This is an optimization exercise on Yosys and OpenROAD, whose aim is small area and a short achievable clock period, not a production implementation.
At most, simulation tests tie the RTL to the original design; equivalence was not proved.

==> delta <==
Design tv80n, start of the top module:
module tv80n ( 
  m1_n, mreq_n, iorq_n, rd_n, wr_n, rfsh_n, halt_n, busak_n, A, dout,
  reset_n, clk, wait_n, int_n, nmi_n, busrq_n, di
  );
clock: 12.0 ns
lec_check: 0
cap_margin: 0
core_margin: 2
core_utilization: 55
cts_buf_list: sky130_fd_sc_hd__clkbuf_4 sky130_fd_sc_hd__clkbuf_8
cts_cluster_size: 30
slew_margin: 0
run.sh (not shown) runs the stock make flow with config.mk's settings and CLKGATE_MAP_FILE= SYNTH_SCRIPT=/design/flow/synth_recipe.tcl, a recipe that flattens the netlist after the stock synthesis.
==> pepper: changes against delta <==
==> flow/config.mk (replaced) <==
export PLATFORM = sky130hd
export DESIGN_NAME = tv80n
export DESIGN_NICKNAME = tv80n
export VERILOG_FILES = /design/flow/design.v
export SDC_FILE = /design/flow/constraint.sdc
export NUM_CORES = 4
export LEC_CHECK = 0
export CAP_MARGIN = 20
export CORE_MARGIN = 2
export CORE_UTILIZATION = 40
export SLEW_MARGIN = 20
==> run summary <==
pepper passed the timing, DRC and antenna checks. delta finished but failed the layout checks on max-capacitance violations, max-slew violations. First-iteration DRC count: pepper is smaller than delta (about 22%). Flip-flop and latch count is the same in pepper and delta. Between delta and pepper, the lower via count is in pepper (gap 3.9%, measured against pepper).
==> figures <==
	delta	pepper
Beginning of the worst register-to-register path	i_tv80_core.IR[0]	i_tv80_core.IR[3]
Final hold slack	484 ps	478 ps
Layer with the highest usage after global routing	met2	met1
Multi-input logic area	0.0231 sq mm	0.0232 sq mm
Worst R2R Setup Slack	2420 ps	2150 ps
Number of clock buffers inserted by TritonCTS	59	44
Met1 track demand over resource	0.669	0.642
Result of the run	finished with violations	timing/DRC/antenna clean
Reasons for failing layout checks	max-capacitance violations, max-slew violations	-
No run of this note included a check of the RTL's function; only the layout flow was run.

* * *

==> inputs of branch xenon <==
tv80n, a different RTL version from the one above (not shown whole).
clock: 12.0 ns
lec_check: 0
cap_margin: 20
core_margin: 2
core_utilization: 40
slew_margin: 20
==> branch onyx: changes against branch xenon <==
--- a/flow/design.v
+++ b/flow/design.v
@@ -360,29 +360,28 @@
   ( 
   MCycles, TStates, Prefix, Inc_PC, Inc_WZ, IncDec_16, Read_To_Reg, 
   Read_To_Acc, Set_BusA_To, Set_BusB_To, ALU_Op, Save_ALU, PreserveC, 
   Arith16, Set_Addr_To, IORQ, Jump, JumpE, JumpXY, Call, RstP, LDZ, 
   LDW, LDSPHL, Special_LD, ExchangeDH, ExchangeRp, ExchangeAF, 
   ExchangeRS, I_DJNZ, I_CPL, I_CCF, I_SCF, I_RETN, I_BT, I_BC, I_BTR, 
   I_RLD, I_RRD, I_INRC, SetDI, SetEI, IMode, Halt, NoRead, Write, 
-  IR, ISet, MCycle_i, F, NMICycle, IntCycle
+  IR, ISet, MCycle, F, NMICycle, IntCycle
   );
   parameter             Mode   = 0;
   parameter             Flag_C = 0;
   parameter             Flag_N = 1;
   parameter             Flag_P = 2;
   parameter             Flag_X = 3;
   parameter             Flag_H = 4;
   parameter             Flag_Y = 5;
   parameter             Flag_Z = 6;
   parameter             Flag_S = 7;
   input [7:0]           IR;
   input [1:0]           ISet                    ;
-  input [6:0]           MCycle_i                ;
-  reg   [6:0]           MCycle                  ;
+  input [6:0]           MCycle                  ;
   input [7:0]           F                       ;
   input                 NMICycle                ;
   input                 IntCycle                ;
   output [2:0]          MCycles                 ;
   output [2:0]          TStates                 ;
   output [1:0]          Prefix                  ;  
   output                Inc_PC                  ;
@@ -512,26 +511,17 @@
           endcase
         end
     end
   endfunction  
   reg [2:0] DDD;
   reg [2:0] SSS;
   reg [1:0] DPAIR;
-  always @ ( F or IR or ISet or IntCycle or MCycle_i
+  always @ ( F or IR or ISet or IntCycle or MCycle
             or NMICycle)
     begin
-      casez (MCycle_i)
-        7'bzzzzzz1 : MCycle = 7'b0000001;
-        7'bzzzzz10 : MCycle = 7'b0000010;
-        7'bzzzz100 : MCycle = 7'b0000100;
-        7'bzzz1000 : MCycle = 7'b0001000;
-        7'bzz10000 : MCycle = 7'b0010000;
-        7'bz100000 : MCycle = 7'b0100000;
-        default    : MCycle = 7'b1000000;
-      endcase
       DDD = IR[5:3];
       SSS = IR[2:0];
       DPAIR = IR[5:4];
       MCycles = 3'b001;
       if (MCycle[0] ) 
         begin
           TStates = 3'b100;
@@ -2695,15 +2685,16 @@
   reg           Arith16_r;
   reg           Z16_r;
   reg [3:0]     ALU_Op_r;
   reg           Save_ALU_r;
   reg           PreserveC_r;
   reg [2:0]     mcycles;
   wire [2:0]    mcycles_d;
-  wire [2:0]    tstates;
+  wire [2:0]    tstates_mc;
+  reg  [2:0]    tstates;
   reg           IntCycle;
   reg           NMICycle;
   wire          Inc_PC;
   wire          Inc_WZ;
   wire [3:0]    IncDec_16_mc;
   wire [3:0]    IncDec_16;
   wire [1:0]    Prefix;
@@ -2752,20 +2743,20 @@
   reg            ID16Z;
   reg [15:0]     ID16_B;
   reg            Oldnmi_n;
   tv80_mcode #(Mode, Flag_C, Flag_N, Flag_P, Flag_X, Flag_H, Flag_Y, Flag_Z, Flag_S) i_mcode
     (
      .IR                   (IR),
      .ISet                 (ISet),
-     .MCycle_i             (mcycle),
+     .MCycle               (mcycle),
      .F                    (F),
      .NMICycle             (NMICycle),
      .IntCycle             (IntCycle),
      .MCycles              (mcycles_d),
-     .TStates              (tstates),
+     .TStates              (tstates_mc),
      .Prefix               (Prefix),
      .Inc_PC               (Inc_PC),
      .Inc_WZ               (Inc_WZ),
      .IncDec_16            (IncDec_16_mc),
      .Read_To_Acc          (Read_To_Acc),
      .Read_To_Reg          (Read_To_Reg),
      .Set_BusB_To          (Set_BusB_To),
@@ -2816,15 +2807,15 @@
   reg  [3:0]     IncDec_16_q;
   reg            ExchangeDH_q;
   reg            IR_m1_loaded;
   tv80_mcode #(Mode, Flag_C, Flag_N, Flag_P, Flag_X, Flag_H, Flag_Y, Flag_Z, Flag_S) i_mcode_m1
     (
      .IR                   (IR_m1n),
      .ISet                 (ISet_m1n),
-     .MCycle_i             (7'b0000001),
+     .MCycle               (7'b0000001),
      .F                    (F),
      .NMICycle             (NMICycle),
      .IntCycle             (IntCycle),
      .MCycles              (),
      .TStates              (),
      .Prefix               (),
      .Inc_PC               (),
@@ -2934,14 +2925,16 @@
         7'b00001zz : mcyc_to_number = 3'h3;
         7'b000001z : mcyc_to_number = 3'h2;
         7'b0000001 : mcyc_to_number = 3'h1;
         default : mcyc_to_number = 3'h1;
       endcase
     end
   endfunction
+  always @ (posedge clk)
+    tstates <= tstates_mc;
   always @( mcycle or mcycles or tstate or tstates)
     begin
       case (mcycles)
         1 : last_mcycle = mcycle[0];
         2 : last_mcycle = mcycle[1];
         3 : last_mcycle = mcycle[2];
         4 : last_mcycle = mcycle[3];
==> comparison <==
- Against branch xenon, the maximum frequency of branch onyx is higher by 0.75%.
- Against branch onyx, the global-route usage of branch xenon is lower by 0.21 points.
- Of branch onyx and branch xenon, branch xenon has the higher critical path depth (gap 2).
- Against branch xenon, the worst setup slack of branch onyx is higher by 0.050 ns.
==> figures <==
| metric | branch xenon | branch onyx |
|---|---|---|
| Count of unique library cells instantiated by Yosys | 116 | 109 |
| Status | complete, no violations | complete, no violations |
| Overall track demand over capacity in global routing | 41.1% | 41.3% |
| Post-DP HPWL | 142000 µm | 149000 µm |
| Start of the worst register-to-register path | i_tv80_core.IR[3]$_DFFE_PN0P_ | i_tv80_core.tstate[3]$_DFFE_PN0P_ |
| Vias per Instance | 7.25 | 7.27 |
| Number of detailed-route iterations in the first pass | 26 | 8 |
| Worst-case headroom to the max-slew limit | 13.6% | 15.7% |
| Arithmetic-cell share of the synthesized area counting full adders, half adders and majority gates | 4.45% | 4.35% |
| RR Endpoint | i_tv80_core.A[1]$_DFFE_PN0P_ | i_tv80_core.i_reg.RegsL[2][6]$_DFFE_PP_ |
| Proportion of final cell area spent on non-clock buffers | 3.98% | 4.05% |
| Minimum period implied by the final worst setup slack | 6.67 ns | 6.62 ns |
| Fraction of the yosys area taken by sequential cells | 29.1% | 28.7% |
No run of this note included a check of the RTL's function; only the layout flow was run.

* * *

==> v31 <==
Another version of the RTL of tv80n (not shown whole).
export LEC_CHECK = 0
export CAP_MARGIN = 20
export CORE_MARGIN = 2
export CORE_UTILIZATION = 40
export SLEW_MARGIN = 20
create_clock -name core_clock -period 12.0 [get_ports {clk}]
standard.sh (not shown) runs the stock make flow with config.mk's settings and CLKGATE_MAP_FILE= SYNTH_SCRIPT=/design/flow/synth_recipe.tcl, a recipe that flattens the netlist after the stock synthesis.
==> flow/flow/run.sh <==
#!/bin/bash
set -euo pipefail
W=$(pwd)
rm -rf "$W/orfs_scripts"
cp -r "$FLOW_HOME/scripts" "$W/orfs_scripts"
cp "$W/flow/abc_speed.script" "$W/orfs_scripts/abc_speed.script"
bash "$W/standard.sh" SCRIPTS_DIR="$W/orfs_scripts" SETUP_SLACK_MARGIN=7 finish > "$W/flow_make.log" 2>&1
==> flow/flow/abc_speed.script <==
strash
&get -n
&st
&deepsyn -T 30
&put
dch -f
map -B 0.9
topo
&get -n
&st
&dch -f
&nf -R 20
&st
&syn2
&dch -f
&nf -R 20
&put
topo
stime -c
buffer -c
upsize -c
dnsize -c
==> v18: changes against v31 <==
==> flow/flow/run.sh (replaced) <==
#!/bin/bash
# The standard layout (standard.sh), with one change: Yosys's ABC technology
# mapping uses flow/abc_speed.script, an area-oriented script, in place of ORFS's
# scripts/abc_speed.script. Everything else, including the flip-flop mapping
# and so the registers, is the standard flow's.
set -euo pipefail
W=$(pwd)
rm -rf "$W/orfs_scripts"
cp -r "$FLOW_HOME/scripts" "$W/orfs_scripts"
cp "$W/flow/abc_speed.script" "$W/orfs_scripts/abc_speed.script"
bash "$W/standard.sh" SCRIPTS_DIR="$W/orfs_scripts" finish > "$W/flow_make.log" 2>&1
==> flow/flow/abc_speed.script (replaced) <==
strash
&get -n
&st
&deepsyn -T 30
&put
dch -f
map -a -B 0.9
topo
&get -n
&st
&dch -f
&nf -R 1000
&st
&syn2
&dch -f
&nf -R 1000
&put
topo
stime -c
buffer -c
upsize -c
dnsize -c
Settings changed: SETUP_SLACK_MARGIN from default to 5.0.
==> v15: changes against v31 <==
==> flow/flow/run.sh (replaced) <==
#!/bin/bash
# The standard layout (standard.sh), with one change: Yosys's ABC technology
# mapping uses flow/abc_speed.script, an area-oriented script, in place of ORFS's
# scripts/abc_speed.script. Everything else, including the flip-flop mapping
# and so the registers, is the standard flow's.
set -euo pipefail
W=$(pwd)
rm -rf "$W/orfs_scripts"
cp -r "$FLOW_HOME/scripts" "$W/orfs_scripts"
cp "$W/flow/abc_speed.script" "$W/orfs_scripts/abc_speed.script"
bash "$W/standard.sh" SCRIPTS_DIR="$W/orfs_scripts" finish > "$W/flow_make.log" 2>&1
==> run summary <==
v15 finished with timing, DRC and antenna clean. v31 produced a clean layout. v18 completed with no timing, DRC or antenna violations. The highest cell count belongs to v31, the lowest to v18. In v18 the count of clock-buffer cells in the layout is higher than in v15, by 10. Sequential share of layout area: v18 > v15 > v31. First-iteration DRC count, lowest first: v15, v31, v18. Area after synthesis, highest first: v31, v15, v18.
==> figures <==
Number of clock-tree buffers in the layout: v18 62; v31 51; v15 52
Mean area per synthesized cell: v18 8.250 sq um; v31 8.323 sq um; v15 8.256 sq um
Depth of the most critical reg-to-reg path: v18 25; v31 21; v15 14
Multi-input gate area: v18 0.01813 sq mm; v31 0.01931 sq mm; v15 0.01837 sq mm
Utilization after layout: v18 0.4486; v31 0.4749; v15 0.4429
Post-detailed-placement half-perimeter wirelength: v18 114600 um; v31 117700 um; v15 110700 um
Count of vias placed by the detailed router: v18 33000; v31 33720; v15 32780
Run status: v18 finished clean; v31 finished clean; v15 finished clean
Count of non-CTS inverters in the layout: v18 114; v31 128; v15 122
Die span in x: v18 276.7 um; v31 279.1 um; v15 278.7 um

* * *

==> 10-22: inputs <==
Starting RTL as in the previous note.
clock: 12.0 ns
lec_check: 0
cap_margin: 20
core_margin: 2
core_utilization: 40
slew_margin: 20
==> flow/flow/run.sh <==
#!/bin/bash
set -euo pipefail
W=$(pwd)
rm -rf "$W/orfs_scripts"
cp -r "$FLOW_HOME/scripts" "$W/orfs_scripts"
cp "$W/flow/abc_speed.script" "$W/orfs_scripts/abc_speed.script"
bash "$W/standard.sh" SCRIPTS_DIR="$W/orfs_scripts" SETUP_SLACK_MARGIN=7 finish > "$W/flow_make.log" 2>&1
==> flow/flow/abc_speed.script <==
strash
&get -n
&st
&deepsyn -T 30
&put
dch -f
map -B 0.9
topo
&get -n
&st
&dch -f
&nf -R 20
&st
&syn2
&dch -f
&nf -R 20
&put
topo
stime -c
buffer -c
upsize -c
dnsize -c
==> inputs of 04-27, as changes to 10-22 <==
==> flow/flow/run.sh (replaced) <==
#!/bin/bash
# The standard layout (standard.sh), with one change: Yosys's ABC technology
# mapping uses flow/abc_speed.script, an area-oriented script, in place of ORFS's
# scripts/abc_speed.script. Everything else, including the flip-flop mapping
# and so the registers, is the standard flow's.
set -euo pipefail
W=$(pwd)
rm -rf "$W/orfs_scripts"
cp -r "$FLOW_HOME/scripts" "$W/orfs_scripts"
cp "$W/flow/abc_speed.script" "$W/orfs_scripts/abc_speed.script"
bash "$W/standard.sh" SCRIPTS_DIR="$W/orfs_scripts" finish > "$W/flow_make.log" 2>&1
==> flow/flow/abc_speed.script (replaced) <==
strash
&get -n
&st
&deepsyn -T 30
&put
dch -f
map -a -B 0.9
topo
&get -n
&st
&dch -f
&nf -R 1000
&st
&syn2
&dch -f
&nf -R 1000
&put
topo
stime -c
buffer -c
upsize -c
dnsize -c
==> impl_metrics.toml <==
[outcome]
status = "finished clean"

[cells_and_area]
regArea_um2 = 10400
multi_input_gates = 2923
nNonClkBuffers = 260

[setup_path]
reg2reg_from = "i_tv80_core.RegAddrC[0]"
crit_chain = "buf_4, or2_2, o22ai_2, or4_1, o21ai_1, buf_4, ha_4, a21oi_4, o21bai_2, a21oi_2, nor2_1, o21a_1, o21a_1, o21a_1, o21a_1, o21a_1, o21a_1, o21a_1, nor2_2, o21bai_1, a21oi_1, xnor3_1, a221o_1"
That was 10-22.
==> impl_metrics.toml <==
[cells_and_area]
multi_input_gates = 2920
nonClkBufAreaFrac = 0.0413
regArea_um2 = 10300

[setup_path]
crit_chain = "buf_4, inv_2, nand2_1, nor2_1, buf_4, a211oi_1, o41ai_1, a21oi_1, nand2b_1, or4b_1, nor4_1, a21oi_1, nor2_1, buf_4, a21oi_1, and3_1, or2_1, nand2_1, nand2_1, a311oi_1, o32ai_1"
reg2reg_from = "i_tv80_core.IR[3]"

[outcome]
status = "finished clean"

[routing]
dr.max_layer_used = "met5"
That was 04-27.

* * *

==> v24 <==
tv80n again, from the RTL that the note above started with.
==> flow/config.mk <==
export PLATFORM = sky130hd
export DESIGN_NAME = tv80n
export DESIGN_NICKNAME = tv80n
export VERILOG_FILES = /design/flow/design.v
export SDC_FILE = /design/flow/constraint.sdc
export NUM_CORES = 4
export LEC_CHECK = 0
export CAP_MARGIN = 20
export CORE_MARGIN = 2
export CORE_UTILIZATION = 40
export SLEW_MARGIN = 20
==> flow/constraint.sdc <==
create_clock -name core_clock -period 12.0 [get_ports {clk}]
set_input_delay 2.4000 -clock core_clock [delete_from_list [all_inputs] [get_ports {clk}]]
set_output_delay 2.4000 -clock core_clock [all_outputs]
set_load 0.01 [all_outputs]
==> flow/flow/run.sh <==
#!/bin/bash
set -euo pipefail
W=$(pwd)
rm -rf "$W/orfs_scripts"
cp -r "$FLOW_HOME/scripts" "$W/orfs_scripts"
cp "$W/flow/abc_speed.script" "$W/orfs_scripts/abc_speed.script"
bash "$W/standard.sh" SCRIPTS_DIR="$W/orfs_scripts" SETUP_SLACK_MARGIN=6.5 finish > "$W/flow_make.log" 2>&1
==> flow/flow/abc_speed.script <==
strash
&get -n
&st
&deepsyn -T 30
&put
dch -f
map -a -B 0.9
topo
&get -n
&st
&dch -f
&nf -R 1000
&st
&syn2
&dch -f
&nf -R 1000
&put
topo
stime -c
buffer -c
upsize -c
dnsize -c
==> inputs of v5, as changes to v24 <==
==> flow/flow/run.sh (replaced) <==
#!/bin/bash
set -euo pipefail
W=$(pwd)
rm -rf "$W/orfs_scripts"
cp -r "$FLOW_HOME/scripts" "$W/orfs_scripts"
cp "$W/flow/abc_speed.script" "$W/orfs_scripts/abc_speed.script"
bash "$W/standard.sh" SCRIPTS_DIR="$W/orfs_scripts" SETUP_SLACK_MARGIN=7 finish > "$W/flow_make.log" 2>&1
==> flow/flow/abc_speed.script (replaced) <==
strash
&get -n
&st
&deepsyn -T 30
&put
dch -f
map -B 0.9
topo
&get -n
&st
&dch -f
&nf -R 20
&st
&syn2
&dch -f
&nf -R 20
&put
topo
stime -c
buffer -c
upsize -c
dnsize -c
Settings changed: CTS_CLUSTER_DIAMETER set to 100, CTS_CLUSTER_SIZE set to 20.
==> inputs of v3, as changes to v24 <==
==> flow/flow/abc_speed.script (replaced) <==
strash
&get -n
&st
&deepsyn -T 30
&put
dch -f
map -B 0.9
topo
&get -n
&st
&dch -f
&nf -R 20
&st
&syn2
&dch -f
&nf -R 20
&put
topo
stime -c
buffer -c
upsize -c
dnsize -c
==> impl_metrics.env <==
export IMPL_place_gp_congestion=1.06
export IMPL_synth_area_mux_share_pct=2.63
export IMPL_status="timing/DRC/antenna clean"
export IMPL_synth_avg_cell_area_um2=8.26
export IMPL_multi_input_combinational_cell_area_um2=19400
[end of results for v5]
==> impl_metrics.env <==
export IMPL_synth_area_mux_share_pct=2.91
export IMPL_net_count_synth=3740
export IMPL_use_met1_pct=51.4
export IMPL_final_hold_violation_count=0
export IMPL_status="timing/DRC/antenna clean"
[end of results for v24]
==> impl_metrics.env <==
export IMPL_status="timing/DRC/antenna clean"
export IMPL_multi_input_combinational_cell_area_um2=18700
export IMPL_place_gp_congestion=1.06
export IMPL_synth_avg_cell_area_um2=8.26
export IMPL_hpwlAfterDp_um=111000
export IMPL_num_vias=33000
export IMPL_yosysMostFrequentCell="sky130_fd_sc_hd__nor2_1"
export IMPL_cts_hold_buffers=0
[end of results for v3]

## static timing again, ports no longer ideal
No port has a modelled driver above. Below, the same layouts with a new extraction and two added sets of constraints. Step 1 (the two cells are an assumption about what drives the block):
set clk [get_ports {clk}]
set_driving_cell -lib_cell sky130_fd_sc_hd__clkbuf_16 $clk
set_driving_cell -lib_cell sky130_fd_sc_hd__buf_2 [delete_from_list [all_inputs] $clk]
Step 2, shift: input delay + t, output delay - t, t = (earliest + latest rising clock arrival at the registers) / 2. This alone moves slack from input paths to output paths. a / b / c = ideal ports / drivers / drivers and shift; a / b = the first two.
run | t (ns) | setup WS [ns] | worst setup path at the end | slew at the worst register clock pin (ns)
delta | 0.766 | 2.415 / 2.415 / 2.415 | register to register | 0.08 / 0.08
pepper | 0.704 | 2.154 / 2.154 / 2.154 | register to register | 0.08 / 0.08
branch xenon | 0.681 | 5.325 / 5.325 / 5.325 | register to register | 0.08 / 0.08
branch onyx | 0.688 | 5.375 / 5.375 / 5.375 | register to register | 0.07 / 0.07
v31 | 0.659 | 6.885 / 6.885 / 6.567 | input to register | 0.06 / 0.06
v18 | 0.659 | 4.976 / 4.976 / 4.976 | register to register | 0.08 / 0.08
v15 | 0.659 | 5.286 / 5.286 / 5.286 | register to register | 0.07 / 0.07
10-22 | 0.659 | 7.014 / 7.014 / 6.500 | input to register | 0.07 / 0.07
04-27 | 0.667 | 4.629 / 4.629 / 4.629 | register to register | 0.08 / 0.08
v24 | 0.671 | 6.472 / 6.472 / 6.210 | input to register | 0.07 / 0.07
v5 | 0.671 | 6.973 / 6.973 / 6.527 | input to register | 0.10 / 0.10
v3 | 0.659 | 6.534 / 6.534 / 6.218 | input to register | 0.07 / 0.07
The setup slack of 10-22, which loses most, moves by 0.000 ns with the drivers and by -0.514 ns with both steps.
